Context: an optimization exercise on an open-source flow, tuned for small area and a short achievable clock period. The choices shown serve that exercise and are no tape-out recipe. Where RTL was checked, it was by simulation tests only, not by an equivalence proof against the original. Function not checked in run 1: the RTL went through the layout flow alone.

==> flow/design.v (outline; a module is shown in full before it is edited, if it fits) <==
// module addmuladd_3_stage_signed_18_bit_xor_reduction: 1266 lines
module addmuladd_3_stage_signed_18_bit_xor_reduction(
	input signed [17:0] a,
	input signed [17:0] b,
	input signed [17:0] c,
	input signed [17:0] d,
	output [17:0] out,
	input clk);
  // ...
==> flow/flow/run.sh <==
#!/bin/bash
# The standard layout (standard.sh), with these changes:
#  - after the standard synthesis, inverters around full-adder cells are removed by
#    flipping the polarity of full adders (invopt2.py); registers are not touched;
#  - ports are buffered with buf_1 cells (the resizer upsizes them where timing needs it);
#  - timing repair aims at a larger setup margin than the design's clock needs, so
#    the layout is optimised for the period it achieves.
set -euo pipefail
MARGIN=6.7
R=$PWD/orfs/results/sky130hd/addmuladd_3_stage_signed_18_bit_xor_reduction/base
bash standard.sh $R/1_2_yosys.v > synth.log 2>&1
cp $R/1_2_yosys.v $R/1_2_yosys_std.v
python3 flow/invopt2.py $R/1_2_yosys_std.v $R/1_2_yosys.v > invopt.log 2>&1
bash standard.sh SETUP_SLACK_MARGIN=$MARGIN "BUFFER_PORTS_ARGS=-buffer_cell sky130_fd_sc_hd__buf_1" finish > layout.log 2>&1
==> flow/flow/invopt2.py <==
#!/usr/bin/env python3
"""Global inverter minimisation around full adders in a flat Yosys netlist.

A full adder is self-dual: FA(~a, ~b, ~c) = (~sum, ~cout), so each sky130 fa cell may be
"flipped" (fed the complements of its inputs, giving the complements of its outputs)
without changing the function of the netlist. xor/xnor gates absorb an inverted input
by swapping xor <-> xnor, and an xor/xnor driver can give either polarity the same way.
This script removes every inverter, chooses the flips by local search to need as few
inverters as possible, and puts back one inverter per net that some load needs inverted.
Flip-flops and ports are not changed.
usage: invopt2.py IN.v OUT.v
"""
import re, sys, random

src = open(sys.argv[1]).read()
m_first = re.search(r'^\s*sky130_fd_sc_hd__\w+\s', src, re.M)
m_end = src.rfind('endmodule')
head = src[:m_first.start()]
cell_txt = src[m_first.start():m_end]
assert 'assign' not in cell_txt, 'assign statements are not handled'

cell_re = re.compile(r'(sky130_fd_sc_hd__\w+)\s+(\\\S+\s|\S+)\s*\((.*?)\);', re.S)
pin_re = re.compile(r'\.(\w+)\(\s*(\\\S+\s|[^()\s]+)\s*\)')
OUTPINS = {'X', 'Y', 'Q', 'Q_N', 'SUM', 'COUT', 'HI', 'LO'}

cells = {}
order = []
for m in cell_re.finditer(cell_txt):
    typ, name, body = m.group(1), m.group(2).strip(), m.group(3)
    cells[name] = [typ, {p: n.strip() for p, n in pin_re.findall(body)}]
    order.append(name)

ports_out = set()
for m in re.finditer(r'^\s*output\s+(\[(\d+):(\d+)\]\s*)?(\S+);', head, re.M):
    if m.group(1):
        hi, lo = int(m.group(2)), int(m.group(3))
        for i in range(min(hi, lo), max(hi, lo) + 1): ports_out.add(f"{m.group(4)}[{i}]")
    else:
        ports_out.add(m.group(4))

def kind(t):
    b = re.sub(r'^sky130_fd_sc_hd__', '', t)
    if re.match(r'(clk)?inv(lp)?_\d+$', b): return 'inv'
    if re.match(r'fa_\d+$', b): return 'fa'
    if re.match(r'x(n)?or[23]_\d+$', b): return 'xor'
    return 'other'

TOGGLE = {}
for k in ('2', '3'):
    for sz in ('1', '2', '4'):
        TOGGLE[f'sky130_fd_sc_hd__xor{k}_{sz}'] = f'sky130_fd_sc_hd__xnor{k}_{sz}'
        TOGGLE[f'sky130_fd_sc_hd__xnor{k}_{sz}'] = f'sky130_fd_sc_hd__xor{k}_{sz}'
def outpin(t): return 'Y' if re.match(r'sky130_fd_sc_hd__xnor2_', t) else 'X'

# inverters that drive ports stay as ordinary cells
invs = {n for n, (t, p) in cells.items() if kind(t) == 'inv' and p['Y'] not in ports_out}
for n, (t, p) in cells.items():
    if kind(t) == 'xor': assert t in TOGGLE, t
driver = {}
for n, (t, p) in cells.items():
    for pin, net in p.items():
        if pin in OUTPINS: driver[net] = (n, pin)

def resolve(net):
    par = 0
    while net in driver and driver[net][0] in invs:
        net = cells[driver[net][0]][1]['A']; par ^= 1
    return net, par

# sinks per root: (cell, pin, parity); ports as (None, net, parity)
sinks = {}
for n, (t, p) in cells.items():
    if n in invs: continue
    for pin, net in p.items():
        if pin in OUTPINS: continue
        r, q = resolve(net)
        sinks.setdefault(r, []).append((n, pin, q))
for net in ports_out:
    r, q = resolve(net)
    if r != net or net not in driver:
        sinks.setdefault(r, []).append((None, net, q))

fas = [n for n in order if kind(cells[n][0]) == 'fa']
pinned = set()
for f in fas:
    for pin in ('SUM', 'COUT'):
        if cells[f][1][pin] in ports_out: pinned.add(f)
phi = {f: 0 for f in fas}

def root_drv(r):
    d = driver.get(r)
    return d[0] if d else None

def root_cost(r):
    d = root_drv(r)
    pd = phi.get(d, 0) if d else 0
    s0 = s1 = False
    for (c, pin, q) in sinks.get(r, []):
        if c is not None and kind(cells[c][0]) == 'xor': continue
        need = q ^ (phi.get(c, 0) if c else 0) ^ pd
        if need: s1 = True
        else: s0 = True
    if d and kind(cells[d][0]) == 'xor' and r not in ports_out:
        return 1 if (s0 and s1) else 0
    return 1 if s1 else 0

roots = set(sinks)
fa_roots = {}
for f in fas:
    rs = set()
    t, p = cells[f]
    for pin, net in p.items():
        rs.add(resolve(net)[0] if pin not in OUTPINS else net)
    fa_roots[f] = [r for r in rs if r in roots]

def total():
    return sum(root_cost(r) for r in roots)

def delta(f):
    rs = fa_roots[f]
    b = sum(root_cost(r) for r in rs)
    phi[f] ^= 1
    a = sum(root_cost(r) for r in rs)
    phi[f] ^= 1
    return a - b

def descend():
    improved = True
    while improved:
        improved = False
        for f in fas:
            if f in pinned: continue
            if delta(f) < 0:
                phi[f] ^= 1; improved = True

before = len(invs)
descend()
best = dict(phi); best_cost = total()
rng = random.Random(1)
for it in range(60):
    phi.update(best)
    for f in rng.sample(fas, max(1, len(fas) // 10)):
        if f not in pinned: phi[f] ^= 1
    descend()
    c = total()
    if c < best_cost:
        best, best_cost = dict(phi), c
phi.update(best)

# rebuild
for n in invs: del cells[n]
new_wires = []
cnt = [0]
for r in sorted(roots):
    d = root_drv(r)
    pd = phi.get(d, 0) if d else 0
    need = []
    for (c, pin, q) in sinks[r]:
        nd = q ^ (phi.get(c, 0) if c else 0) ^ pd
        need.append((c, pin, nd))
    nonx = [x for x in need if x[0] is None or kind(cells[x[0]][0]) != 'xor']
    if d and kind(cells[d][0]) == 'xor' and r not in ports_out and nonx and all(x[2] for x in nonx):
        # give the inverted polarity at the driver
        t = cells[d][0]; o = outpin(t)
        cells[d][0] = TOGGLE[t]; del cells[d][1][o]; cells[d][1][outpin(cells[d][0])] = r
        need = [(c, pin, nd ^ 1) for (c, pin, nd) in need]
    rn = None
    for (c, pin, nd) in need:
        if c is not None and kind(cells[c][0]) == 'xor':
            cells[c][1][pin] = r
            if nd:
                t = cells[c][0]; o = outpin(t); on = cells[c][1].pop(o)
                cells[c][0] = TOGGLE[t]; cells[c][1][outpin(cells[c][0])] = on
            continue
        if c is None:
            # output port: its net must carry the value
            if nd == 0 and pin == r: continue
            cnt[0] += 1
            if nd:
                cells[f"_invopt_cell_{cnt[0]}_"] = ['sky130_fd_sc_hd__inv_1', {'A': r, 'Y': pin}]
            else:
                cells[f"_invopt_cell_{cnt[0]}_"] = ['sky130_fd_sc_hd__buf_1', {'A': r, 'X': pin}]
            order.append(f"_invopt_cell_{cnt[0]}_")
            continue
        if nd:
            if rn is None:
                cnt[0] += 1
                rn = f"_invopt_n{cnt[0]}_"
                new_wires.append(rn)
                cells[f"_invopt_cell_{cnt[0]}_"] = ['sky130_fd_sc_hd__inv_1', {'A': r, 'Y': rn}]
                order.append(f"_invopt_cell_{cnt[0]}_")
            cells[c][1][pin] = rn
        else:
            cells[c][1][pin] = r
after = sum(1 for t, p in cells.values() if kind(t) == 'inv')
sys.stderr.write(f"invopt2: inverters {before} -> {after} (flipped {sum(phi.values())} of {len(fas)} full adders)\n")

def fmt(n): return n + ' ' if n.startswith('\\') else n
out = [head.rstrip('\n') + '\n']
for w in new_wires: out.append(f"  wire {w};\n")
for name in order:
    if name not in cells: continue
    typ, pins = cells[name]
    pl = ",\n".join(f"    .{p}({fmt(n)})" for p, n in pins.items())
    out.append(f"  {typ} {fmt(name)} (\n{pl}\n  );\n")
out.append("endmodule\n")
open(sys.argv[2], 'w').write(''.join(out))
==> flow/standard.sh <==
#!/bin/bash
# synth_recipe.tcl (not shown) runs the flow's synth.tcl, then flattens the netlist and writes it again
# the make line also repeats each setting of config.mk as NAME=value (left out here)
make -C /OpenROAD-flow-scripts/flow DESIGN_CONFIG=/design/flow/config.mk WORK_HOME=/design/flow/orfs CLKGATE_MAP_FILE= SYNTH_SCRIPT=/design/flow/synth_recipe.tcl "${@:-finish}"
==> flow/config.mk <==
export PLATFORM = sky130hd
export DESIGN_NAME = addmuladd_3_stage_signed_18_bit_xor_reduction
export DESIGN_NICKNAME = addmuladd_3_stage_signed_18_bit_xor_reduction
export VERILOG_FILES = /design/flow/design.v
export SDC_FILE = /design/flow/constraint.sdc
export NUM_CORES = 4
export LEC_CHECK = 0
export ABC_AREA = 1
export CAP_MARGIN = 20
export CORE_MARGIN = 2
export CORE_UTILIZATION = 40
export CTS_BUF_LIST = sky130_fd_sc_hd__clkbuf_4 sky130_fd_sc_hd__clkbuf_8
export SLEW_MARGIN = 20
==> flow/constraint.sdc <==
create_clock -name core_clock -period 10.0 [get_ports {clk}]
set_input_delay 2.0000 -clock core_clock [delete_from_list [all_inputs] [get_ports {clk}]]
set_output_delay 2.0000 -clock core_clock [all_outputs]
set_load 0.01 [all_outputs]
==> metrics.log, run 1 <==
INFO  metric instances_no_fill = roughly 2300
INFO  metric layout.cells.most_common = sky130_fd_sc_hd__nand2_1
INFO  metric detail_route.vias_per_cell = approximately 5
INFO  metric clkLatencyLatePin = 0.49 ns
INFO  metric rsz0062_at_grt = yes
INFO  metric clock_tree_area_fraction = 2.74%
INFO  metric antenna-diode-count = 0
INFO  metric bufAreaShareNonClock = 1.91%
INFO  metric detailed_place.area = 15200 sq um
INFO  metric floorplan.die_area = between 30000 and 40000 sq um
INFO  metric layout_area_overhead = 8.61%
INFO  metric avgRoutedWirePerCell = between 15 and 20 microns
INFO  metric post_cts.repair.setup_buffers = 0
INFO  metric setup_viol_count_final = 0
INFO  metric io_pins = 91
INFO  metric ff2ff_path_depth = 5
INFO  metric cp_num_cells = 5
INFO  metric period_needed = 3.25 ns
INFO  metric hpwl = about 29 mm
INFO  metric run_status = finished clean
INFO  metric cts.repair.resized = 10
INFO  metric globalplace.congestion = between 0.8 and 0.9
INFO  metric cts-buffers-inserted = 17
INFO  metric timing.hold.ws = 0.469 ns
INFO  metric floorplan.tapcells = about 470
INFO  metric multi_input_comb_cells = around 1300
INFO  metric numPlacedInstances = between 2000 and 2500
INFO  metric total_of_buffers_placed_on_input_and_output_ports = 73
INFO  metric whs_path_depth = 1
INFO  metric numSequentialCells = approximately 170
INFO  metric post-route-util = 43.8%
INFO  metric crit_path_dat = 3.60 ns
==> inputs of run 2 (changes only) <==
--- a/flow/design.v
+++ b/flow/design.v
@@ -608,17 +608,17 @@
 	wire fs353;
 	wire fc354;
 	wire hs355;
 	wire hc356;
 	wire fs357;
 	wire fc358;
 	wire hs359;
 	wire hc360;
-	reg [93:0] q_r;
+	reg [91:0] q_r;
 	wire q0 = q_r[0];
 	wire q1 = q_r[1];
 	wire q2 = q_r[2];
 	wire q3 = q_r[3];
 	wire q4 = q_r[4];
 	wire q5 = q_r[5];
 	wire q6 = q_r[6];
 	wire q7 = q_r[7];
@@ -701,18 +701,16 @@
 	wire q84 = q_r[84];
 	wire q85 = q_r[85];
 	wire q86 = q_r[86];
 	wire q87 = q_r[87];
 	wire q88 = q_r[88];
 	wire q89 = q_r[89];
 	wire q90 = q_r[90];
 	wire q91 = q_r[91];
-	wire q92 = q_r[92];
-	wire q93 = q_r[93];
 	assign pp0_0 = ((~(onen_r[0] | bn_r[0])) ^ neg_r[0]);
 	assign pp0_1 = ((~((onen_r[0] | bn_r[1]) & (twon_r[0] | bn_r[0]))) ^ neg_r[0]);
 	assign pp0_2 = ((~((onen_r[0] | bn_r[2]) & (twon_r[0] | bn_r[1]))) ^ neg_r[0]);
 	assign pp0_3 = ((~((onen_r[0] | bn_r[3]) & (twon_r[0] | bn_r[2]))) ^ neg_r[0]);
 	assign pp0_4 = ((~((onen_r[0] | bn_r[4]) & (twon_r[0] | bn_r[3]))) ^ neg_r[0]);
 	assign pp0_5 = ((~((onen_r[0] | bn_r[5]) & (twon_r[0] | bn_r[4]))) ^ neg_r[0]);
 	assign pp0_6 = ((~((onen_r[0] | bn_r[6]) & (twon_r[0] | bn_r[5]))) ^ neg_r[0]);
 	assign pp0_7 = ((~((onen_r[0] | bn_r[7]) & (twon_r[0] | bn_r[6]))) ^ neg_r[0]);
@@ -934,28 +932,28 @@
 	assign fs41 = c_r[8] ^ neg_r[4] ^ pp0_8;
 	assign fc42 = (c_r[8] & neg_r[4]) | (c_r[8] & pp0_8) | (neg_r[4] & pp0_8);
 	assign fs43 = pp1_6 ^ pp2_4 ^ pp3_2;
 	assign fc44 = (pp1_6 & pp2_4) | (pp1_6 & pp3_2) | (pp2_4 & pp3_2);
 	assign fs45 = pp4_0 ^ fc34 ^ fs41;
 	assign fc46 = (pp4_0 & fc34) | (pp4_0 & fs41) | (fc34 & fs41);
 	assign fs47 = fs43 ^ fc36 ^ fs45;
 	assign fc48 = (fs43 & fc36) | (fs43 & fs45) | (fc36 & fs45);
-	assign hs49 = q16 ^ q17;
-	assign hc50 = q16 & q17;
+	assign hs49 = fc38 ^ hc40;
+	assign hc50 = fc38 & hc40;
 	assign fs51 = c_r[9] ^ pp0_9 ^ pp1_7;
 	assign fc52 = (c_r[9] & pp0_9) | (c_r[9] & pp1_7) | (pp0_9 & pp1_7);
 	assign fs53 = pp2_5 ^ pp3_3 ^ pp4_1;
 	assign fc54 = (pp2_5 & pp3_3) | (pp2_5 & pp4_1) | (pp3_3 & pp4_1);
 	assign fs55 = fc42 ^ fc44 ^ fs51;
 	assign fc56 = (fc42 & fc44) | (fc42 & fs51) | (fc44 & fs51);
 	assign fs57 = fs53 ^ fc46 ^ fs55;
 	assign fc58 = (fs53 & fc46) | (fs53 & fs55) | (fc46 & fs55);
-	assign hs59 = q19 ^ q20;
-	assign hc60 = q19 & q20;
+	assign hs59 = q18 ^ q19;
+	assign hc60 = q18 & q19;
 	assign fs61 = c_r[10] ^ neg_r[5] ^ pp0_10;
 	assign fc62 = (c_r[10] & neg_r[5]) | (c_r[10] & pp0_10) | (neg_r[5] & pp0_10);
 	assign fs63 = pp1_8 ^ pp2_6 ^ pp3_4;
 	assign fc64 = (pp1_8 & pp2_6) | (pp1_8 & pp3_4) | (pp2_6 & pp3_4);
 	assign fs65 = pp4_2 ^ pp5_0 ^ fc52;
 	assign fc66 = (pp4_2 & pp5_0) | (pp4_2 & fc52) | (pp5_0 & fc52);
 	assign fs67 = fc54 ^ fs61 ^ fs63;
 	assign fc68 = (fc54 & fs61) | (fc54 & fs63) | (fs61 & fs63);
@@ -1170,74 +1168,74 @@
 	assign fs277 = pp3_18 ^ pp4_16 ^ pp5_14;
 	assign fc278 = (pp3_18 & pp4_16) | (pp3_18 & pp5_14) | (pp4_16 & pp5_14);
 	assign fs279 = pp6_12 ^ pp7_10 ^ pp8_8;
 	assign fc280 = (pp6_12 & pp7_10) | (pp6_12 & pp8_8) | (pp7_10 & pp8_8);
 	assign fs281 = pp9_6 ^ fc264 ^ fc266;
 	assign fc282 = (pp9_6 & fc264) | (pp9_6 & fc266) | (fc264 & fc266);
 	assign fs283 = fs277 ^ fs279 ^ fc268;
 	assign fc284 = (fs277 & fs279) | (fs277 & fc268) | (fs279 & fc268);
-	assign fs285 = q67 ^ q68 ^ q69;
-	assign fc286 = (q67 & q68) | (q67 & q69) | (q68 & q69);
-	assign fs287 = q70 ^ fc274 ^ fs285;
-	assign fc288 = (q70 & fc274) | (q70 & fs285) | (fc274 & fs285);
+	assign fs285 = fc270 ^ fs281 ^ fs283;
+	assign fc286 = (fc270 & fs281) | (fc270 & fs283) | (fs281 & fs283);
+	assign fs287 = q67 ^ q68 ^ fc274;
+	assign fc288 = (q67 & q68) | (q67 & fc274) | (q68 & fc274);
 	assign fs289 = ~(pp4_17 ^ pp5_15);
 	assign fc290 = pp4_17 | pp5_15;
 	assign fs291 = pp6_13 ^ pp7_11 ^ pp8_9;
 	assign fc292 = (pp6_13 & pp7_11) | (pp6_13 & pp8_9) | (pp7_11 & pp8_9);
 	assign fs293 = pp9_7 ^ fs289 ^ fc278;
 	assign fc294 = (pp9_7 & fs289) | (pp9_7 & fc278) | (fs289 & fc278);
 	assign fs295 = fc280 ^ fs291 ^ fc282;
 	assign fc296 = (fc280 & fs291) | (fc280 & fc282) | (fs291 & fc282);
-	assign fs297 = q71 ^ q72 ^ q73;
-	assign fc298 = (q71 & q72) | (q71 & q73) | (q72 & q73);
-	assign hs299 = fc286 ^ fs297;
-	assign hc300 = fc286 & fs297;
+	assign fs297 = q69 ^ q70 ^ q71;
+	assign fc298 = (q69 & q70) | (q69 & q71) | (q70 & q71);
+	assign hs299 = q72 ^ fs297;
+	assign hc300 = q72 & fs297;
 	assign fs301 = pp4_18 ^ pp5_16 ^ pp6_14;
 	assign fc302 = (pp4_18 & pp5_16) | (pp4_18 & pp6_14) | (pp5_16 & pp6_14);
 	assign fs303 = pp7_12 ^ pp8_10 ^ pp9_8;
 	assign fc304 = (pp7_12 & pp8_10) | (pp7_12 & pp9_8) | (pp8_10 & pp9_8);
 	assign fs305 = fc290 ^ fc292 ^ fs301;
 	assign fc306 = (fc290 & fc292) | (fc290 & fs301) | (fc292 & fs301);
 	assign fs307 = fs303 ^ fc294 ^ fs305;
 	assign fc308 = (fs303 & fc294) | (fs303 & fs305) | (fc294 & fs305);
-	assign fs309 = q74 ^ q75 ^ fc298;
-	assign fc310 = (q74 & q75) | (q74 & fc298) | (q75 & fc298);
+	assign fs309 = q73 ^ q74 ^ fc298;
+	assign fc310 = (q73 & q74) | (q73 & fc298) | (q74 & fc298);
 	assign fs311 = ~(pp5_17 ^ pp6_15);
 	assign fc312 = pp5_17 | pp6_15;
 	assign fs313 = pp7_13 ^ pp8_11 ^ pp9_9;
 	assign fc314 = (pp7_13 & pp8_11) | (pp7_13 & pp9_9) | (pp8_11 & pp9_9);
 	assign fs315 = fs311 ^ fc302 ^ fc304;
 	assign fc316 = (fs311 & fc302) | (fs311 & fc304) | (fc302 & fc304);
 	assign fs317 = fs313 ^ fc306 ^ fs315;
 	assign fc318 = (fs313 & fc306) | (fs313 & fs315) | (fc306 & fs315);
-	assign hs319 = q76 ^ q77;
-	assign hc320 = q76 & q77;
+	assign hs319 = fc308 ^ fs317;
+	assign hc320 = fc308 & fs317;
 	assign fs321 = pp5_18 ^ pp6_16 ^ pp7_14;
 	assign fc322 = (pp5_18 & pp6_16) | (pp5_18 & pp7_14) | (pp6_16 & pp7_14);
 	assign fs323 = pp8_12 ^ pp9_10 ^ fc312;
 	assign fc324 = (pp8_12 & pp9_10) | (pp8_12 & fc312) | (pp9_10 & fc312);
 	assign fs325 = fc314 ^ fs321 ^ fs323;
 	assign fc326 = (fc314 & fs321) | (fc314 & fs323) | (fs321 & fs323);
-	assign fs327 = q78 ^ q79 ^ q80;
-	assign fc328 = (q78 & q79) | (q78 & q80) | (q79 & q80);
+	assign fs327 = q76 ^ q77 ^ q78;
+	assign fc328 = (q76 & q77) | (q76 & q78) | (q77 & q78);
 	assign fs329 = ~(pp6_17 ^ pp7_15);
 	assign fc330 = pp6_17 | pp7_15;
 	assign fs331 = pp8_13 ^ pp9_11 ^ fs329;
 	assign fc332 = (pp8_13 & pp9_11) | (pp8_13 & fs329) | (pp9_11 & fs329);
 	assign fs333 = fc322 ^ fc324 ^ fs331;
 	assign fc334 = (fc322 & fc324) | (fc322 & fs331) | (fc324 & fs331);
 	assign hs335 = fc326 ^ fs333;
 	assign hc336 = fc326 & fs333;
 	assign fs337 = pp6_18 ^ pp7_16 ^ pp8_14;
 	assign fc338 = (pp6_18 & pp7_16) | (pp6_18 & pp8_14) | (pp7_16 & pp8_14);
 	assign fs339 = pp9_12 ^ fc330 ^ fs337;
 	assign fc340 = (pp9_12 & fc330) | (pp9_12 & fs337) | (fc330 & fs337);
-	assign fs341 = q82 ^ q83 ^ q84;
-	assign fc342 = (q82 & q83) | (q82 & q84) | (q83 & q84);
+	assign fs341 = fc332 ^ fs339 ^ fc334;
+	assign fc342 = (fc332 & fs339) | (fc332 & fc334) | (fs339 & fc334);
 	assign fs343 = ~(pp7_17 ^ pp8_15);
 	assign fc344 = pp7_17 | pp8_15;
 	assign fs345 = pp9_13 ^ fs343 ^ fc338;
 	assign fc346 = (pp9_13 & fs343) | (pp9_13 & fc338) | (fs343 & fc338);
 	assign hs347 = fc340 ^ fs345;
 	assign hc348 = fc340 & fs345;
 	assign fs349 = pp7_18 ^ pp8_16 ^ pp9_14;
 	assign fc350 = (pp7_18 & pp8_16) | (pp7_18 & pp9_14) | (pp8_16 & pp9_14);
@@ -1247,20 +1245,107 @@
 	assign fc354 = pp8_17 | pp9_15;
 	assign hs355 = fs353 ^ fc350;
 	assign hc356 = fs353 & fc350;
 	assign fs357 = pp8_18 ^ pp9_16 ^ fc354;
 	assign fc358 = (pp8_18 & pp9_16) | (pp8_18 & fc354) | (pp9_16 & fc354);
 	assign hs359 = pp9_17 ^ fc358;
 	assign hc360 = pp9_17 & fc358;
 	always @(posedge clk) begin
-		q_r <= {hs359, fs357, hc356, hs355, fc352, fs351, hc348, hs347, hc336, fc334, fs339, fc332, hs335, fc318, fs325, fc316, fs317, fc308, fs307, fc296, fs295, fc284, fs293, fc272, fs283, fs281, fc270, fs271, fc258, fs269, fs257, fc244, fs255, fc242, fs243, fc228, fs241, fs227, fc212, fc210, fs225, fs211, fc194, fs209, fs193, fc176, fs191, fs189, fs175, fc158, fs173, fc156, fs157, fc140, fs155, fs139, fc124, fs137, fs123, fc108, fs121, fs107, fc94, fs105, fs93, fc80, fs91, fc70, fs79, fs77, fc68, fs69, fc58, fs57, fc48, fs47, hc40, fc38, hs39, fs37, hs31, fs29, hs23, fs21, hs17, fs15, hs11, fs9, hs7, fs5, hs3, pp0_1, hs1, pp0_0};
+		q_r <= {hs359, fs357, hc356, hs355, fc352, fs351, hc348, hs347, fc342, fs341, hc336, hs335, hc320, fc318, fs325, fc316, hs319, fs307, fc296, fc286, fs295, fc284, fs293, fs285, fc272, fs271, fc258, fs269, fs257, fc244, fs255, fc242, fs243, fc228, fs241, fs227, fc212, fc210, fs225, fs211, fc194, fs209, fs193, fc176, fs191, fs189, fs175, fc158, fs173, fc156, fs157, fc140, fs155, fs139, fc124, fs137, fs123, fc108, fs121, fs107, fc94, fs105, fs93, fc80, fs91, fc70, fs79, fs77, fc68, fs69, fc58, hc50, fs57, fc48, hs49, fs47, hs39, fs37, hs31, fs29, hs23, fs21, hs17, fs15, hs11, fs9, hs7, fs5, hs3, pp0_1, hs1, pp0_0};
 	end
-	wire [35:0] x = {1'b1, q91, q89, q87, fc342, q85, fc328, hc320, fc310, hc300, fc288, hc276, fc262, hc248, fc232, hc216, fc198, fc180, hc162, hc144, hc128, hc112, hc98, fs95, fs81, hc60, hc50, q18, q14, q12, q10, q8, q6, q4, q2, q0};
-	wire [35:0] y = {q93, q92, q90, q88, q86, fs341, q81, fs327, hs319, fs309, hs299, fs287, hs275, fs261, hs247, fs231, hs215, fs197, fs179, hs161, hs143, hs127, hs111, hs97, hs83, hs71, hs59, hs49, q15, q13, q11, q9, q7, q5, q3, q1};
-	wire [35:0] r = x + y;
+	wire [35:0] x = {1'b1, q89, q87, q85, q83, q81, fc328, q79, fc310, hc300, fc288, hc276, fc262, hc248, fc232, hc216, fc198, fc180, hc162, hc144, hc128, hc112, hc98, fs95, fs81, hc60, q20, q16, q14, q12, q10, q8, q6, q4, q2, q0};
+	wire [35:0] y = {q91, q90, q88, q86, q84, q82, q80, fs327, q75, fs309, hs299, fs287, hs275, fs261, hs247, fs231, hs215, fs197, fs179, hs161, hs143, hs127, hs111, hs97, hs83, hs71, hs59, q17, q15, q13, q11, q9, q7, q5, q3, q1};
+	wire [35:0] qg = x & y, qp = x ^ y;
+	wire qG0_0 = qg[0], qP0_0 = qp[0];
+	wire qG0_1 = qg[1] | (qp[1] & qG0_0), qP0_1 = qp[1] & qP0_0;
+	wire qG0_2 = qg[2] | (qp[2] & qG0_1), qP0_2 = qp[2] & qP0_1;
+	wire qG0_3 = qg[3] | (qp[3] & qG0_2), qP0_3 = qp[3] & qP0_2;
+	wire qh0_0 = qG0_0 ^ qG0_1 ^ qG0_2 ^ qG0_3;
+	wire qhd_0 = qP0_0 ^ qP0_1 ^ qP0_2 ^ qP0_3;
+	wire qG1_0 = qg[4], qP1_0 = qp[4];
+	wire qG1_1 = qg[5] | (qp[5] & qG1_0), qP1_1 = qp[5] & qP1_0;
+	wire qG1_2 = qg[6] | (qp[6] & qG1_1), qP1_2 = qp[6] & qP1_1;
+	wire qG1_3 = qg[7] | (qp[7] & qG1_2), qP1_3 = qp[7] & qP1_2;
+	wire qh0_1 = qG1_0 ^ qG1_1 ^ qG1_2 ^ qG1_3;
+	wire qhd_1 = qP1_0 ^ qP1_1 ^ qP1_2 ^ qP1_3;
+	wire qG2_0 = qg[8], qP2_0 = qp[8];
+	wire qG2_1 = qg[9] | (qp[9] & qG2_0), qP2_1 = qp[9] & qP2_0;
+	wire qG2_2 = qg[10] | (qp[10] & qG2_1), qP2_2 = qp[10] & qP2_1;
+	wire qG2_3 = qg[11] | (qp[11] & qG2_2), qP2_3 = qp[11] & qP2_2;
+	wire qh0_2 = qG2_0 ^ qG2_1 ^ qG2_2 ^ qG2_3;
+	wire qhd_2 = qP2_0 ^ qP2_1 ^ qP2_2 ^ qP2_3;
+	wire qG3_0 = qg[12], qP3_0 = qp[12];
+	wire qG3_1 = qg[13] | (qp[13] & qG3_0), qP3_1 = qp[13] & qP3_0;
+	wire qG3_2 = qg[14] | (qp[14] & qG3_1), qP3_2 = qp[14] & qP3_1;
+	wire qG3_3 = qg[15] | (qp[15] & qG3_2), qP3_3 = qp[15] & qP3_2;
+	wire qh0_3 = qG3_0 ^ qG3_1 ^ qG3_2 ^ qG3_3;
+	wire qhd_3 = qP3_0 ^ qP3_1 ^ qP3_2 ^ qP3_3;
+	wire qG4_0 = qg[16], qP4_0 = qp[16];
+	wire qG4_1 = qg[17] | (qp[17] & qG4_0), qP4_1 = qp[17] & qP4_0;
+	wire qG4_2 = qg[18] | (qp[18] & qG4_1), qP4_2 = qp[18] & qP4_1;
+	wire qG4_3 = qg[19] | (qp[19] & qG4_2), qP4_3 = qp[19] & qP4_2;
+	wire qh0_4 = qG4_0 ^ qG4_1 ^ qG4_2 ^ qG4_3;
+	wire qhd_4 = qP4_0 ^ qP4_1 ^ qP4_2 ^ qP4_3;
+	wire qG5_0 = qg[20], qP5_0 = qp[20];
+	wire qG5_1 = qg[21] | (qp[21] & qG5_0), qP5_1 = qp[21] & qP5_0;
+	wire qG5_2 = qg[22] | (qp[22] & qG5_1), qP5_2 = qp[22] & qP5_1;
+	wire qG5_3 = qg[23] | (qp[23] & qG5_2), qP5_3 = qp[23] & qP5_2;
+	wire qh0_5 = qG5_0 ^ qG5_1 ^ qG5_2 ^ qG5_3;
+	wire qhd_5 = qP5_0 ^ qP5_1 ^ qP5_2 ^ qP5_3;
+	wire qG6_0 = qg[24], qP6_0 = qp[24];
+	wire qG6_1 = qg[25] | (qp[25] & qG6_0), qP6_1 = qp[25] & qP6_0;
+	wire qG6_2 = qg[26] | (qp[26] & qG6_1), qP6_2 = qp[26] & qP6_1;
+	wire qG6_3 = qg[27] | (qp[27] & qG6_2), qP6_3 = qp[27] & qP6_2;
+	wire qh0_6 = qG6_0 ^ qG6_1 ^ qG6_2 ^ qG6_3;
+	wire qhd_6 = qP6_0 ^ qP6_1 ^ qP6_2 ^ qP6_3;
+	wire qG7_0 = qg[28], qP7_0 = qp[28];
+	wire qG7_1 = qg[29] | (qp[29] & qG7_0), qP7_1 = qp[29] & qP7_0;
+	wire qG7_2 = qg[30] | (qp[30] & qG7_1), qP7_2 = qp[30] & qP7_1;
+	wire qG7_3 = qg[31] | (qp[31] & qG7_2), qP7_3 = qp[31] & qP7_2;
+	wire qh0_7 = qG7_0 ^ qG7_1 ^ qG7_2 ^ qG7_3;
+	wire qhd_7 = qP7_0 ^ qP7_1 ^ qP7_2 ^ qP7_3;
+	wire qG8_0 = qg[32], qP8_0 = qp[32];
+	wire qG8_1 = qg[33] | (qp[33] & qG8_0), qP8_1 = qp[33] & qP8_0;
+	wire qG8_2 = qg[34] | (qp[34] & qG8_1), qP8_2 = qp[34] & qP8_1;
+	wire qh0_8 = qG8_0 ^ qG8_1 ^ qG8_2;
+	wire qhd_8 = qP8_0 ^ qP8_1 ^ qP8_2;
+	wire qk1 = qG1_3 | (qP1_3 & qG0_3);
+	wire qk2 = qG2_3 | (qP2_3 & qG1_3);
+	wire qkp2 = qP2_3 & qP1_3;
+	wire qk3 = qG3_3 | (qP3_3 & qG2_3);
+	wire qkp3 = qP3_3 & qP2_3;
+	wire qk4 = qG4_3 | (qP4_3 & qG3_3);
+	wire qkp4 = qP4_3 & qP3_3;
+	wire qk5 = qG5_3 | (qP5_3 & qG4_3);
+	wire qkp5 = qP5_3 & qP4_3;
+	wire qk6 = qG6_3 | (qP6_3 & qG5_3);
+	wire qkp6 = qP6_3 & qP5_3;
+	wire qk7 = qG7_3 | (qP7_3 & qG6_3);
+	wire qkp7 = qP7_3 & qP6_3;
+	wire qk8 = qG8_2 | (qP8_2 & qG7_3);
+	wire qkp8 = qP8_2 & qP7_3;
+	wire qk9 = qk2 | (qkp2 & qG0_3);
+	wire qk10 = qk3 | (qkp3 & qk1);
+	wire qk11 = qk4 | (qkp4 & qk2);
+	wire qkp11 = qkp4 & qkp2;
+	wire qk12 = qk5 | (qkp5 & qk3);
+	wire qkp12 = qkp5 & qkp3;
+	wire qk13 = qk6 | (qkp6 & qk4);
+	wire qkp13 = qkp6 & qkp4;
+	wire qk14 = qk7 | (qkp7 & qk5);
+	wire qkp14 = qkp7 & qkp5;
+	wire qk15 = qk8 | (qkp8 & qk6);
+	wire qkp15 = qkp8 & qkp6;
+	wire qk16 = qk11 | (qkp11 & qG0_3);
+	wire qk17 = qk12 | (qkp12 & qk1);
+	wire qk18 = qk13 | (qkp13 & qk9);
+	wire qk19 = qk14 | (qkp14 & qk10);
+	wire qk20 = qk15 | (qkp15 & qk11);
+	wire qkp20 = qkp15 & qkp11;
+	wire qk21 = qk20 | (qkp20 & qG0_3);
 	reg [1:0] par_r;
 	always @(posedge clk) begin
-		par_r[0] <= ^r[17:0];
-		par_r[1] <= ^r[35:18];
+		par_r[0] <= (qG0_3 & qhd_1) ^ (qk9 & qhd_3) ^ (qk16 & qhd_5) ^ (qk18 & qhd_7) ^ qp[0] ^ qp[1] ^ qp[2] ^ qp[3] ^ qp[4] ^ qp[5] ^ qp[6] ^ qp[7] ^ qp[8] ^ qp[9] ^ qp[10] ^ qp[11] ^ qp[12] ^ qp[13] ^ qp[14] ^ qp[15] ^ qp[16] ^ qp[17] ^ qp[18] ^ qp[19] ^ qp[20] ^ qp[21] ^ qp[22];
+		par_r[1] <= (qk1 & qhd_2) ^ (qk10 & qhd_4) ^ (qk17 & qhd_6) ^ (qk19 & qhd_8) ^ qp[23] ^ qp[24] ^ qp[25] ^ qp[26] ^ qp[27] ^ qp[28] ^ qp[29] ^ qp[30] ^ qp[31] ^ qp[32] ^ qp[33] ^ qp[34] ^ qp[35] ^ qh0_0 ^ qh0_1 ^ qh0_2 ^ qh0_3 ^ qh0_4 ^ qh0_5 ^ qh0_6 ^ qh0_7 ^ qh0_8;
 	end
 	assign out = {17'd0, ^par_r};
 endmodule
==> flow/flow/run.sh (replaced) <==
#!/bin/bash
# The standard layout (standard.sh), with these changes:
#  - after the standard synthesis, inverters around full-adder cells are removed by
#    flipping the polarity of full adders (invopt2.py); registers are not touched;
#  - ports are buffered with buf_1 cells (the resizer upsizes them where timing needs it);
#  - timing repair aims at a larger setup margin than the design's clock needs, so
#    the layout is optimised for the period it achieves.
set -euo pipefail
MARGIN=6.6
R=$PWD/orfs/results/sky130hd/addmuladd_3_stage_signed_18_bit_xor_reduction/base
bash standard.sh $R/1_2_yosys.v > synth.log 2>&1
cp $R/1_2_yosys.v $R/1_2_yosys_std.v
python3 flow/invopt2.py $R/1_2_yosys_std.v $R/1_2_yosys.v > invopt.log 2>&1
bash standard.sh SETUP_SLACK_MARGIN=$MARGIN "BUFFER_PORTS_ARGS=-buffer_cell sky130_fd_sc_hd__buf_1" finish > layout.log 2>&1
==> run 2 against run 1 <==
  * Still clean
  * Global-route usage decreased by 0.50 points
  * Sequential share of layout area increased by 2.1 points
  * Synthesized cell count decreased by 19%
  * Clock skew decreased by 0.0049 ns
  * Die area decreased by 9.7%
  * Sequential cell count decreased by 2
  * Wire length decreased by 12%
  * Via count decreased by 15%
  * Critical path type unchanged
==> metrics.log, run 2 <==
INFO  metric run_status = finished clean
INFO  metric detailed_place.area = 13800 sq um (-9.0%)
INFO  metric tritoncts = done
INFO  metric totalWireLength = 33.1 mm
INFO  metric slowest_stage = sky130_fd_sc_hd__dfxtp_1
INFO  metric final.setup_skew = roughly 0.013 ns
INFO  metric cts.sinks = between 150 and 200
INFO  metric cap_violations = 0
INFO  metric ant_nets = 0
INFO  metric finalNetCount = ~1800
INFO  metric final_max_slew_viol_count = 0
INFO  metric antenna-diode-count = 0 (unchanged)
INFO  metric drc_errors = 0
INFO  metric final_worst_slack = approximately 6.7 ns
INFO  metric die_height = ~190 microns
INFO  metric fin_crit_sh = 33.4%
INFO  metric cts-hold-fix-buffers = 0
INFO  metric hpwl = 24.3 mm (-15%)
INFO  metric critical_path_class = reg2reg
INFO  metric clock-root-buffer = sky130_fd_sc_hd__clkbuf_8
INFO  metric grt_max_degree = 21
INFO  metric number_of_global_route_vias_before_repair = 10000
INFO  metric clkLatencyLatePin = 0.47 ns (-0.02 ns)
INFO  metric timing.critical_path.buf_inv = 1
INFO  metric row_count = 66
INFO  metric finalInstanceArea = between 10000 and 15000 sq um
INFO  metric crit_path_dat = 3.70 ns (+0.10 ns)
INFO  metric gr-usage-all-layers = about a fifth
INFO  metric hold_class = reg2reg
INFO  metric avgRoutedWirePerCell = 17.0 microns (+3.1%)
INFO  metric achievable-frequency = approximately 300 MHz
INFO  metric synth.avg_cell_area = 8.99 sq um
INFO  metric timing.critical_path.mode_cell = sky130_fd_sc_hd__fa_1
INFO  metric detail_route.vias_per_cell = 5.09 (-0.36%)
INFO  metric post-route-util = 43.9% (+0.078 points)
INFO  metric critical-path-top-delay-family = adder cells
INFO  metric floorplan.die_area = 34500 sq um (-9.7%)
INFO  metric tightestPinTransition = about 1.1 ns
INFO  metric share_of_cells_above_drive_strength_1 = between 6 and 7%
INFO  metric regMostFlops = q_r
INFO  metric largest_registers = q_r: 92 flops, bn_r: 18 flops, c_r: 18 flops
INFO  metric endpoint_kind = register
INFO  metric reg2reg_slack = roughly 6.7 ns
INFO  metric timing.critical_path.slowest_cell_delay = between 0.7 and 0.8 ns
INFO  metric cts-buffers-inserted = 17 (unchanged)
INFO  metric route.vias.total = 9912
INFO  metric slew-limit-headroom = approximately 27%
INFO  metric synth_warnings = 1
INFO  metric cts_buffer_depth = 2
INFO  metric synth_cells = about 1500
INFO  metric rsz0062_at_grt = yes
INFO  metric pre_cts_slack = approximately 6.3 ns
INFO  metric detailedRoute.firstPassIterationCount = 6
INFO  metric globalplace.congestion = 0.883 (+0.28%)
INFO  metric synth_cell_area = roughly 13000 sq um
INFO  metric final_cell_mix = 202 x sky130_fd_sc_hd__nand2_1, 163 x sky130_fd_sc_hd__inv_1, 163 x sky130_fd_sc_hd__dfxtp_1
INFO  metric hold_violations = 0
INFO  metric number_of_flip_flops_under_the_largest_register_name = between 90 and 100
INFO  metric critPathLaunchType = register
INFO  metric coreArea = approximately 33000 sq um
INFO  metric globalRoute.totalOverflow = 0
INFO  metric cts.htree.levels = 4
INFO  metric io_pins = 91 (unchanged)
INFO  metric clkSlewWorstSetupHoldPaths = 0.10 ns
INFO  metric total_of_buffers_placed_on_input_and_output_ports = 73 (unchanged)
INFO  metric layout_area_overhead = 8.14%
INFO  metric period_needed = 3.34 ns (+0.0875 ns)
INFO  metric totalNegativeSetupSlack = 0 ns
INFO  metric dieWidth = 186 microns
INFO  metric drtIter0Drc = around 840
INFO  metric setup_viol_count_final = 0 (unchanged)
INFO  metric required = 10.36 ns
INFO  metric cp_cell_sequence = inv_1 > xor2_1 > fa_1 > fa_1 > fa_1 > ha_1
INFO  metric biggest_fanout_along_the_worst_timing_path = 11
INFO  metric layout.cells.most_common = sky130_fd_sc_hd__nand2_1
INFO  metric initial_utilization = ~41%
INFO  metric layout.filler_cells = roughly 3200
INFO  metric grt_first_pass_wirelength = 52.7 mm
INFO  metric antenna_found_initial = 1
[run 2: per-layer routing]
layer / track usage, % / up-vias / share of wire [%]
met4: 6.17 / 2 / 2.5
met2: 32.3 / 462 / 45
met3: 3.64 / 80 / 7.9
li1: - / 4750 / -
met5: 0 / - / 0.039
met1: 26.7 / 4618 / 44
[run 2: worst paths after layout]
| kind | from | endpoint | cells past startpoint |
|---|---|---|---|
| worst max-delay path | neg_r[4]$_DFF_P_ | q_r[75]$_DFF_P_ | 6 |
| worst min-delay path | c_r[0]$_DFF_P_ | q_r[1]$_DFF_P_ | 1 |
| worst max register to register | neg_r[4]$_DFF_P_ | q_r[75]$_DFF_P_ | 6 |
| worst min register to register | c_r[0]$_DFF_P_ | q_r[1]$_DFF_P_ | 1 |
[run 2: area by class of cell]
cell class | count | area, sq um | area share, %
flip-flops and latches | 165 | 3310 | 23.1
clock buffers | 17 | 234 | 1.64
repair buffers | 94 | 432 | 3.02
well taps | 442 | 553 | 3.87
clock inverters | 15 | 178 | 1.24
multi-input cells | 1045 | 8960 | 62.7
inverters | 168 | 631 | 4.41
[run 2: per-stage QoR]
stage                     std cells  hold WS, ns
after floorplan                1485        0.420
after global placement         1913        0.437
after detailed placement       1913        0.436
after CTS                      1945        0.468
after global routing           1946        0.492
final                          1946        0.461
[run 2: repair_timing]
item / 4_1_cts / 5_1_grt
setup endpoints to repair: 0 / 2
setup buffers: 0 / 1
resized for setup: 0 / 23
==> inputs of run 3 (changes only) <==
--- a/flow/flow/run.sh
+++ b/flow/flow/run.sh
@@ -6,7 +6,7 @@
 #  - timing repair aims at a larger setup margin than the design's clock needs, so
 #    the layout is optimised for the period it achieves.
 set -euo pipefail
-MARGIN=6.6
+MARGIN=7.0
 R=$PWD/orfs/results/sky130hd/addmuladd_3_stage_signed_18_bit_xor_reduction/base
 bash standard.sh $R/1_2_yosys.v > synth.log 2>&1
 cp $R/1_2_yosys.v $R/1_2_yosys_std.v
==> run 3 against run 2 <==
  * Utilization rose by 1.2 points
  * Count of clock-buffer cells in the layout is the same
  * Wire length down 0.11%
  * Via count is 1.3% higher
  * Critical endpoint is now par_r[1]$_DFF_P_
==> metrics.log, run 3 <==
INFO  metric cts-hold-fix-buffers = 0 (unchanged)
INFO  metric grt_first_pass_wirelength = 52.3 mm (-0.86%)
INFO  metric finalInstanceArea = 14700 sq um (+2.8%)
INFO  metric cap_violations = 0 (unchanged)
INFO  metric clkSlewWorstSetupHoldPaths = 0.11 ns (about the same)
INFO  metric floorplan.die_area = 34500 sq um (unchanged)
INFO  metric critical_path_class = reg2reg
INFO  metric cts.htree.levels = 4 (unchanged)
INFO  metric post-route-util = 45.2% (+1.2 points)
INFO  metric cts.sinks = 165 (unchanged)
INFO  metric grt_busiest_layer = met2
INFO  metric clock-root-buffer = sky130_fd_sc_hd__clkbuf_8
INFO  metric global_route.usage.met1 = 26.3% (-0.47 points)
INFO  metric cp_cell_sequence = fa_1 > fa_1 > ha_4 > nand2_4 > nand2_2 > a21oi_1 > nand2_1 > nand2_1 > nand2_1 > nand2_1 > inv_1 > nand2_1 > nand2_1 > nand2_2 > nand3_1 > nand2_4 > nand3_2 > nand2_1 > nand2_1 > nand2_1 > nand2_1 > nand2_1 > inv_1
INFO  metric synth.avg_cell_area = 8.99 sq um (unchanged)
INFO  metric final_worst_slack = 6.82 ns (+0.157 ns)
INFO  metric worst_reg2reg_path_startpoint = q_r[44]$_DFF_P_
INFO  metric timing.critical_path.slowest_cell_delay = 0.56 ns (-0.20 ns)
INFO  metric final_max_slew_viol_count = 0 (unchanged)
INFO  metric detailed_place.area = 13700 sq um (-0.38%)
INFO  metric initial_utilization = 40.6% (unchanged)
INFO  metric critical-path-top-delay-family = adder cells
INFO  metric timing.critical_path.buf_inv = 2 (+1)
INFO  metric gr-usage-all-layers = 19.7% (-0.069 points)
INFO  metric hold_violations = 0 (unchanged)
INFO  metric cts_buffer_depth = 2 (unchanged)
INFO  metric timing.hold.ws = 0.469 ns (+0.00752 ns)
INFO  metric rsz0062_at_grt = yes
INFO  metric pre_cts_slack = 6.26 ns (-0.00265 ns)
INFO  metric hold_class = reg2reg
INFO  metric final.setup_skew = 0.0207 ns (+0.00722 ns)
INFO  metric synth_warnings = 1 (unchanged)
INFO  metric detailedRoute.firstPassIterationCount = 6 (unchanged)
INFO  metric grt_use_met3 = 3.95% (+0.31 points)
INFO  metric drtIter0Drc = 815 (-2.4%)
INFO  metric die_height = 186 microns (unchanged)
INFO  metric endpoint_kind = register
INFO  metric slowest_stage = sky130_fd_sc_hd__fa_1
INFO  metric crit_path_dat = 3.57 ns (-0.13 ns)
INFO  metric run_status = finished clean
INFO  metric biggest_fanout_along_the_worst_timing_path = 2 (-9)
INFO  metric dieWidth = 186 microns (unchanged)
INFO  metric globalRoute.totalOverflow = 0 (unchanged)
INFO  metric totalWireLength = 33.1 mm (-0.11%)
INFO  metric drc_errors = 0 (unchanged)
INFO  metric number_of_global_route_vias_before_repair = 9845 (-1.6%)
INFO  metric totalNegativeSetupSlack = 0 ns (unchanged)
INFO  metric grt_util_met2 = 31.3% (-0.94 points)
INFO  metric tritoncts = done
INFO  metric globalplace.congestion = 0.877 (-0.75%)
INFO  metric grt_max_degree = 21 (unchanged)
INFO  metric number_of_flip_flops_under_the_largest_register_name = 92 (unchanged)
INFO  metric layout_area_overhead = 11.2%
INFO  metric cts-buffers-inserted = 17 (unchanged)
INFO  metric avgRoutedWirePerCell = 16.9 microns (-1.0%)
INFO  metric worst_hold_startpoint = c_r[1]$_DFF_P_
INFO  metric antenna-diode-count = 0 (unchanged)
INFO  metric row_count = 66 (unchanged)
INFO  metric hpwl = 24.3 mm (+0.12%)
INFO  metric fin_crit_sh = 31.8% (-1.6 points)
INFO  metric coreArea = 32500 sq um (unchanged)
INFO  metric required = 10.38 ns (+0.02 ns)
INFO  metric synth_cell_area = 13200 sq um (unchanged)
INFO  metric slew-limit-headroom = 41.6% (+14 points)
INFO  metric critPathLaunch = q_r[44]$_DFF_P_
INFO  metric ant_nets = 0 (unchanged)
INFO  metric regMostFlops = q_r
INFO  metric final_cell_mix = 198 x sky130_fd_sc_hd__nand2_1, 155 x sky130_fd_sc_hd__inv_1, 151 x sky130_fd_sc_hd__o22ai_1
INFO  metric finalNetCount = 1816 (+1.0%)
INFO  metric critPathLaunchType = register
INFO  metric setup_viol_count_final = 0 (unchanged)
INFO  metric period_needed = 3.18 ns (-0.157 ns)
INFO  metric io_pins = 91 (unchanged)
INFO  metric total_of_buffers_placed_on_input_and_output_ports = 73 (unchanged)
INFO  metric synth_cells = 1469 (unchanged)
INFO  metric antenna_found_initial = 0 (-1)
INFO  metric achievable-frequency = 314 MHz (+4.9%)
INFO  metric route.vias.total = 10000 (+1.3%)
INFO  metric layout.cells.most_common = sky130_fd_sc_hd__nand2_1
INFO  metric largest_registers = q_r: 92 flops, bn_r: 18 flops, c_r: 18 flops
INFO  metric detail_route.vias_per_cell = 5.11 (+0.39%)
INFO  metric tightestPinTransition = 0.875 ns (-0.216 ns)
INFO  metric timing.critical_path.mode_cell = sky130_fd_sc_hd__nand2_1
INFO  metric share_of_cells_above_drive_strength_1 = 12.0% (+5.4 points)
INFO  metric clkLatencyLatePin = 0.47 ns (about the same)
==> run 3: stage by stage <==
step | cells
after floorplan | 1485
final | 1964
after detailed placement | 1906
after global routing | 1964
after global placement | 1906
after CTS | 1942
==> run 3: routing by layer <==
| layer | wire, microns | part of all wire (%) |
|---|---|---|
| met2 | 14900 | 45 |
| met1 | 14400 | 44 |
| met3 | 2750 | 8.3 |
| met5 | 0 | 0 |
| met4 | 989 | 3.0 |
==> run 3: repair_timing <==
item,4_1_cts,5_1_grt
pin swaps,8,22
setup buffers,4,22
endpoints found under the hold margin,0,0
endpoints found under the setup margin,37,21
gates resized for setup,47,58
==> run 3: area by class of cell <==
| cell class | instances | area, sq um |
|---|---|---|
| Tap cell | 442 | 553 |
| Multi-Input combinational cell | 1045 | 9120 |
| Clock buffer | 17 | 234 |
| Sequential cell | 165 | 3350 |
| Timing Repair Buffer | 112 | 591 |
| Clock inverter | 15 | 188 |
| Fill cell | 3141 | 17800 |
| Inverter | 168 | 658 |
==> run 3: path summary, 6_finish.rpt <==
check,to,slack [ns],cells past startpoint
worst min-delay path,q_r[3]$_DFF_P_,0.47,1
worst max-delay path,par_r[1]$_DFF_P_,6.82,23
worst max register to register,par_r[1]$_DFF_P_,6.82,23
worst min register to register,q_r[3]$_DFF_P_,0.47,1
==> inputs of run 4 (changes only) <==
--- a/flow/flow/run.sh
+++ b/flow/flow/run.sh
@@ -6,7 +6,7 @@
 #  - timing repair aims at a larger setup margin than the design's clock needs, so
 #    the layout is optimised for the period it achieves.
 set -euo pipefail
-MARGIN=7.0
+MARGIN=6.8
 R=$PWD/orfs/results/sky130hd/addmuladd_3_stage_signed_18_bit_xor_reduction/base
 bash standard.sh $R/1_2_yosys.v > synth.log 2>&1
 cp $R/1_2_yosys.v $R/1_2_yosys_std.v
--- a/flow/config.mk
+++ b/flow/config.mk
@@ -8,6 +8,6 @@
 export ABC_AREA = 1
 export CAP_MARGIN = 20
 export CORE_MARGIN = 2
-export CORE_UTILIZATION = 40
+export CORE_UTILIZATION = 55
 export CTS_BUF_LIST = sky130_fd_sc_hd__clkbuf_4 sky130_fd_sc_hd__clkbuf_8
 export SLEW_MARGIN = 20
==> run 4 against run 3 <==
  * Final cell count is 7.3% lower
  * Register-to-register slack about the same
  * Highest routed layer is now met5
  * Still clean
  * Synthesized cell count did not move
  * Clock skew rose by 0.0015 ns
==> metrics.log, run 4 <==
INFO  metric run_status = finished clean
INFO  metric dieWidth = 159 microns (-14%)
INFO  metric final_worst_slack = 6.81 ns (-0.0122 ns)
INFO  metric routed.top_layer = met5
INFO  metric cts.sinks = 165 (unchanged)
INFO  metric floorplan.die_area = 25300 sq um (-27%)
INFO  metric layout_area_overhead = 7.30%
INFO  metric grt_first_pass_wirelength = 51.4 mm (-1.6%)
INFO  metric avgRoutedWirePerCell = 18.0 microns (+7.0%)
INFO  metric globalRoute.totalOverflow = 0 (unchanged)
INFO  metric crit_path_dat = 3.57 ns (about the same)
INFO  metric grt_max_degree = 21 (unchanged)
INFO  metric critical_path_class = reg2reg
INFO  metric antenna-diode-count = 0 (unchanged)
INFO  metric final_cell_mix = 201 x sky130_fd_sc_hd__nand2_1, 162 x sky130_fd_sc_hd__inv_1, 152 x sky130_fd_sc_hd__o22ai_1, 152 x sky130_fd_sc_hd__dfxtp_1, 147 x sky130_fd_sc_hd__xor2_1
INFO  metric required = 10.38 ns (about the same)
INFO  metric detail_route.vias_per_cell = 5.44 (+6.3%)
INFO  metric gr-usage-all-layers = 26.1% (+6.4 points)
INFO  metric final_max_slew_viol_count = 0 (unchanged)
INFO  metric clkSlewWorstSetupHoldPaths = 0.09 ns (-0.02 ns)
INFO  metric tightestPinTransition = 0.937 ns (+0.0619 ns)
INFO  metric hold_violations = 0 (unchanged)
INFO  metric coreArea = 23500 sq um (-28%)
INFO  metric clkLatencyLatePin = 0.47 ns (about the same)
INFO  metric cap_violations = 0 (unchanged)
INFO  metric globalplace.congestion = 0.889 (+1.4%)
INFO  metric met2_wirelength = 14.4 mm (-4.0%)
INFO  metric tritoncts = done
INFO  metric antenna_found_initial = 1 (+1)
INFO  metric met3WireLength = 3.06 mm (+11%)
INFO  metric biggest_fanout_along_the_worst_timing_path = 3 (+1)
INFO  metric share_of_cells_above_drive_strength_1 = 8.26% (-3.8 points)
INFO  metric synth_cells = 1469 (unchanged)
INFO  metric finalNetCount = 1797 (-1.0%)
INFO  metric setup_viol_count_final = 0 (unchanged)
INFO  metric period_needed = 3.19 ns (+0.0122 ns)
INFO  metric clock-root-buffer = sky130_fd_sc_hd__clkbuf_8
INFO  metric regMostFlops = q_r
INFO  metric initial_utilization = 56.1% (+16 points)
INFO  metric pre_cts_slack = 6.23 ns (-0.0266 ns)
INFO  metric met1Wirelength = 14.6 mm (+1.1%)
INFO  metric totalWireLength = 32.8 mm (-0.80%)
INFO  metric number_of_flip_flops_under_the_largest_register_name = 92 (unchanged)
INFO  metric endpoint_kind = register
INFO  metric cts.htree.levels = 4 (unchanged)
INFO  metric final.setup_skew = 0.0221 ns (+0.00146 ns)
INFO  metric cts_buffer_depth = 2 (unchanged)
INFO  metric cts-buffers-inserted = 17 (unchanged)
INFO  metric detailedRoute.firstPassIterationCount = 6 (unchanged)
INFO  metric synth_warnings = 1 (unchanged)
INFO  metric rsz0062_at_grt = yes
INFO  metric achievable-frequency = 313 MHz (-0.38%)
INFO  metric slew-limit-headroom = 37.4% (-4.1 points)
INFO  metric layout.cells.most_common = sky130_fd_sc_hd__nand2_1
INFO  metric die_height = 159 microns (-14%)
INFO  metric drc_errors = 0 (unchanged)
INFO  metric totalNegativeSetupSlack = 0 ns (unchanged)
INFO  metric row_count = 56 (-15%)
INFO  metric drtIter0Drc = 889 (+9.1%)
INFO  metric hold_class = reg2reg
INFO  metric ant_nets = 0 (unchanged)
INFO  metric largest_registers = q_r: 92 flops, bn_r: 18 flops, c_r: 18 flops
INFO  metric total_of_buffers_placed_on_input_and_output_ports = 73 (unchanged)
INFO  metric number_of_global_route_vias_before_repair = 9547 (-3.0%)
INFO  metric synth.avg_cell_area = 8.99 sq um (unchanged)
INFO  metric cts-hold-fix-buffers = 0 (unchanged)
INFO  metric synth_cell_area = 13200 sq um (unchanged)
INFO  metric io_pins = 91 (unchanged)
INFO  metric hpwl = 24.0 mm (-1.4%)
INFO  metric fin_crit_sh = 31.9% (+0.12 points)
INFO  metric route.vias.total = 9898 (-1.4%)
INFO  metric critPathLaunchType = register
-- run 4: worst paths after layout --
path | start | endpoint | slack [ns] | depth (start not counted)
setup / recovery | q_r[44]$_DFF_P_ | par_r[1]$_DFF_P_ | 6.81 | 18
hold reg to reg | c_r[0]$_DFF_P_ | q_r[1]$_DFF_P_ | 0.47 | 1
hold / removal | c_r[0]$_DFF_P_ | q_r[1]$_DFF_P_ | 0.47 | 1
setup reg to reg | q_r[44]$_DFF_P_ | par_r[1]$_DFF_P_ | 6.81 | 18
-- run 4: final cells by class --
type	instances	area, sq um
clock inverters	14	139
clock buffers	17	234
flip-flops and latches	165	3320
well taps	319	399
inverters	168	631
repair buffers	93	427
multi-input cells	1045	9030
fillers	2140	9370
-- run 4: critical path, cell delays in order, from the launching register on --
cell	delay, ns
sky130_fd_sc_hd__dfxtp_2	0.33
sky130_fd_sc_hd__fa_1	0.55
sky130_fd_sc_hd__fa_1	0.46
sky130_fd_sc_hd__ha_4	0.28
sky130_fd_sc_hd__buf_4	0.14
sky130_fd_sc_hd__nand4_1	0.08
sky130_fd_sc_hd__inv_2	0.07
sky130_fd_sc_hd__a211oi_1	0.40
sky130_fd_sc_hd__nand2_2	0.10
sky130_fd_sc_hd__nand2_1	0.07
sky130_fd_sc_hd__nand3_1	0.08
sky130_fd_sc_hd__nand2_1	0.08
sky130_fd_sc_hd__nand2_1	0.06
sky130_fd_sc_hd__nand3_1	0.10
sky130_fd_sc_hd__nand2_1	0.08
sky130_fd_sc_hd__inv_1	0.06
sky130_fd_sc_hd__nand3_1	0.06
sky130_fd_sc_hd__nand2_1	0.07
sky130_fd_sc_hd__inv_1	0.03
-- run 4: through the flow --
stage / utilization, % / cell area, sq um / cells / hold WS [ns]
3_3_place_gp: 57.8 / 13600 / 1784 / 0.449
4_1_cts: 59.5 / 14000 / 1815 / 0.471
6_report: 60.2 / 14200 / 1821 / 0.468
5_1_grt: 60.2 / 14200 / 1821 / 0.484
3_5_place_dp: 57.8 / 13600 / 1784 / 0.445
2_1_floorplan: - / 13300 / 1485 / 0.420
-- run 4: layer usage --
metal,GRT usage [%],vias to the layer above
met5,0,-
met4,8.64,2
met3,6.56,73
met2,39.1,479
met1,37.3,4596
li1,-,4748
-- run 4: what timing repair did --
item / in CTS / in global routing
resized for setup: 7 / 43
gates cloned: 0 / 0
endpoints found under the setup margin: 7 / 11
setup buffers: 0 / 6
pin swaps: 0 / 21
==> inputs of run 5 (changes only) <==
--- a/flow/config.mk
+++ b/flow/config.mk
@@ -8,6 +8,6 @@
 export ABC_AREA = 1
 export CAP_MARGIN = 20
 export CORE_MARGIN = 2
-export CORE_UTILIZATION = 55
+export CORE_UTILIZATION = 40
 export CTS_BUF_LIST = sky130_fd_sc_hd__clkbuf_4 sky130_fd_sc_hd__clkbuf_8
 export SLEW_MARGIN = 20
==> run 5 against run 4 <==
  * Sequential share of layout area decreased by 0.27 points
  * Highest routed layer is now met4
  * Worst hold slack better by 0.011 ns
  * Non-clock buffer count shrank 3
  * First-iteration DRC count grew 8.9%
  * Still clean
  * Critical path type unchanged
  * Largest cell class unchanged
  * Count of clock-buffer cells in the layout is the same
  * Wire length is 0.15% lower
==> metrics.log, run 5 <==
INFO  metric run_status = finished clean
INFO  metric total_of_buffers_placed_on_input_and_output_ports = 73 (unchanged)
INFO  metric cts.sinks = 165 (unchanged)
INFO  metric io_pins = 91 (unchanged)
INFO  metric cap_violations = 0 (unchanged)
INFO  metric cp_num_cells = 8 (-10)
INFO  metric regMostFlops = q_r
INFO  metric synth_cells = 1469 (unchanged)
INFO  metric slew-limit-headroom = 28.8% (-8.6 points)
INFO  metric cts_buffer_depth = 2 (unchanged)
INFO  metric globalplace.congestion = 0.872 (-2.0%)
INFO  metric cts-buffers-inserted = 17 (unchanged)
INFO  metric globalRoute.totalOverflow = 0 (unchanged)
INFO  metric gr-usage-all-layers = 19.8% (-6.4 points)
INFO  metric post-route-util = 44.1% (-16 points)
INFO  metric ant_nets = 0 (unchanged)
INFO  metric clock-root-buffer = sky130_fd_sc_hd__clkbuf_8
INFO  metric synth_cell_area = 13200 sq um (unchanged)
INFO  metric hold_violations = 0 (unchanged)
INFO  metric tritoncts = done
INFO  metric hold_class = reg2reg
INFO  metric slowest_stage = sky130_fd_sc_hd__dfxtp_1
INFO  metric antenna_found_initial = 0 (-1)
INFO  metric die_height = 186 microns (+17%)
INFO  metric clkLatencyLatePin = 0.47 ns (about the same)
INFO  metric dieWidth = 186 microns (+17%)
INFO  metric number_of_flip_flops_under_the_largest_register_name = 92 (unchanged)
INFO  metric setup_viol_count_final = 0 (unchanged)
INFO  metric layout.cells.most_common = sky130_fd_sc_hd__nand2_1
INFO  metric critical-path-top-delay-family = adder cells
INFO  metric coreArea = 32500 sq um (+38%)
INFO  metric fin_crit_sh = 31.7% (-0.24 points)
INFO  metric totalNegativeSetupSlack = 0 ns (unchanged)
INFO  metric final_worst_slack = 6.83 ns (+0.0242 ns)
INFO  metric timing.critical_path.mode_cell = sky130_fd_sc_hd__ha_1
INFO  metric required = 10.36 ns (-0.02 ns)
INFO  metric timing.critical_path.buf_inv = 0 (-4)
INFO  metric timing.critical_path.slowest_cell_delay = 0.97 ns (+0.42 ns)
INFO  metric tightestPinTransition = 1.07 ns (+0.130 ns)
INFO  metric timing.hold.ws = 0.479 ns (+0.0107 ns)
INFO  metric pre_cts_slack = 6.28 ns (+0.0445 ns)
INFO  metric avgRoutedWirePerCell = 16.9 microns (-6.4%)
INFO  metric drtIter0Drc = 968 (+8.9%)
INFO  metric biggest_fanout_along_the_worst_timing_path = 19 (+16)
INFO  metric largest_registers = q_r: 92 flops, bn_r: 18 flops, c_r: 18 flops
INFO  metric final_max_slew_viol_count = 0 (unchanged)
INFO  metric finalNetCount = 1794 (-0.17%)
INFO  metric critical_path_class = reg2reg
INFO  metric antenna-diode-count = 0 (unchanged)
INFO  metric clkSlewWorstSetupHoldPaths = 0.09 ns (about the same)
INFO  metric achievable-frequency = 315 MHz (+0.76%)
INFO  metric cts-hold-fix-buffers = 0 (unchanged)
INFO  metric share_of_cells_above_drive_strength_1 = 8.47% (+0.21 points)
INFO  metric whs_path_depth = 1 (unchanged)
INFO  metric initial_utilization = 40.6% (-16 points)
INFO  metric final.setup_skew = 0.0210 ns (-0.00117 ns)
INFO  metric row_count = 66 (+18%)
INFO  metric hpwl = 24.1 mm (+0.62%)
INFO  metric final_cell_mix = 202 x sky130_fd_sc_hd__nand2_1, 161 x sky130_fd_sc_hd__inv_1, 151 x sky130_fd_sc_hd__o22ai_1, 151 x sky130_fd_sc_hd__dfxtp_1, 147 x sky130_fd_sc_hd__xor2_1
INFO  metric detailedRoute.firstPassIterationCount = 6 (unchanged)
INFO  metric synth_warnings = 1 (unchanged)
INFO  metric totalWireLength = 32.8 mm (-0.15%)
INFO  metric route.vias.total = 9926 (+0.28%)
INFO  metric rsz0062_at_grt = yes
INFO  metric cp_cell_sequence = o22ai_1 > xor2_1 > fa_1 > fa_1 > ha_1 > ha_1 > ha_1 > ha_1
INFO  metric critPathLaunchType = register
INFO  metric cts.htree.levels = 4 (unchanged)
INFO  metric period_needed = 3.17 ns (-0.0242 ns)
INFO  metric floorplan.die_area = 34500 sq um (+36%)
INFO  metric layout_area_overhead = 8.57%
INFO  metric grt_first_pass_wirelength = 52.8 mm (+2.6%)
INFO  metric crit_path_dat = 3.53 ns (-0.04 ns)
INFO  metric drc_errors = 0 (unchanged)
INFO  metric synth.avg_cell_area = 8.99 sq um (unchanged)
INFO  metric grt_max_degree = 21 (unchanged)
INFO  metric ff2ff_path_depth = 8 (-10)
INFO  metric number_of_global_route_vias_before_repair = 9933 (+4.0%)
INFO  metric endpoint_kind = register
INFO  metric detail_route.vias_per_cell = 5.11 (-6.0%)
## run 5: per-stage QoR
stage	instances	cell area, sq um
floorplan	1485	13300
global placement	1908	13800
CTS	1940	14200
finish	1942	14300
global route	1942	14300
detailed placement	1908	13800
## run 5: final timing paths
path | to | startpoint | slack [ns]
worst max-delay path | q_r[17]$_DFF_P_ | bn_r[3]$_DFF_P_ | 6.83
worst min-delay path | q_r[3]$_DFF_P_ | c_r[1]$_DFF_P_ | 0.48
worst max register to register | q_r[17]$_DFF_P_ | bn_r[3]$_DFF_P_ | 6.83
worst min register to register | q_r[3]$_DFF_P_ | c_r[1]$_DFF_P_ | 0.48
## run 5: layout make-up
| class | instances | area (sq um) |
|---|---|---|
| clock buffer | 17 | 234 |
| clock inverter | 15 | 141 |
| fill | 3169 | 18200 |
| inverter | 168 | 631 |
| multi-input combinational | 1045 | 9060 |
| sequential | 165 | 3320 |
| tap | 442 | 553 |
| timing repair buffer | 90 | 405 |
## run 5: what timing repair did
item / CTS / global route
setup buffers: 0 / 2
gates resized for setup: 10 / 47
pin swaps: 0 / 23
setup endpoints to repair: 8 / 10
## run 5: routing by layer
| metal | share of wire (%) | global-route usage (%) |
|---|---|---|
| met5 | 0 | 0 |
| met4 | 3.0 | 7.15 |
| met3 | 8.3 | 3.93 |
| met2 | 43 | 30.2 |
| met1 | 45 | 27.7 |

[separate check: timing with driven ports]
The flow's constraints put no driver on any port. The routed layouts listed below were extracted and timed again, unchanged, in two steps. Step 1 (the two cells are an assumption about what drives the block):
set clk [get_ports {clk}]
set_driving_cell -lib_cell sky130_fd_sc_hd__clkbuf_16 $clk
set_driving_cell -lib_cell sky130_fd_sc_hd__buf_2 [delete_from_list [all_inputs] $clk]
Step 2, shift: input delay + t, output delay - t, t = (earliest + latest rising clock arrival at the registers) / 2. This alone moves slack from input paths to output paths. Three values: ideal ports, drivers, drivers and shift; two values: the first two.
run	t, ns	slack for setup (ns)	clock arrival spread, ns
run 1	0.516	6.749 / 6.749 / 6.463	0.018 / 0.019
run 2	0.506	6.661 / 6.661 / 6.279	0.015 / 0.015
run 3	0.506	6.818 / 6.818 / 6.374	0.021 / 0.022
run 4	0.501	6.806 / 6.806 / 6.339	0.022 / 0.022
run 5	0.510	6.830 / 6.830 / 6.352	0.021 / 0.021
After both steps every run listed still meets setup and hold. The setup slack of run 5, which loses most, moves by 0.000 ns with the drivers and by -0.478 ns with both steps.
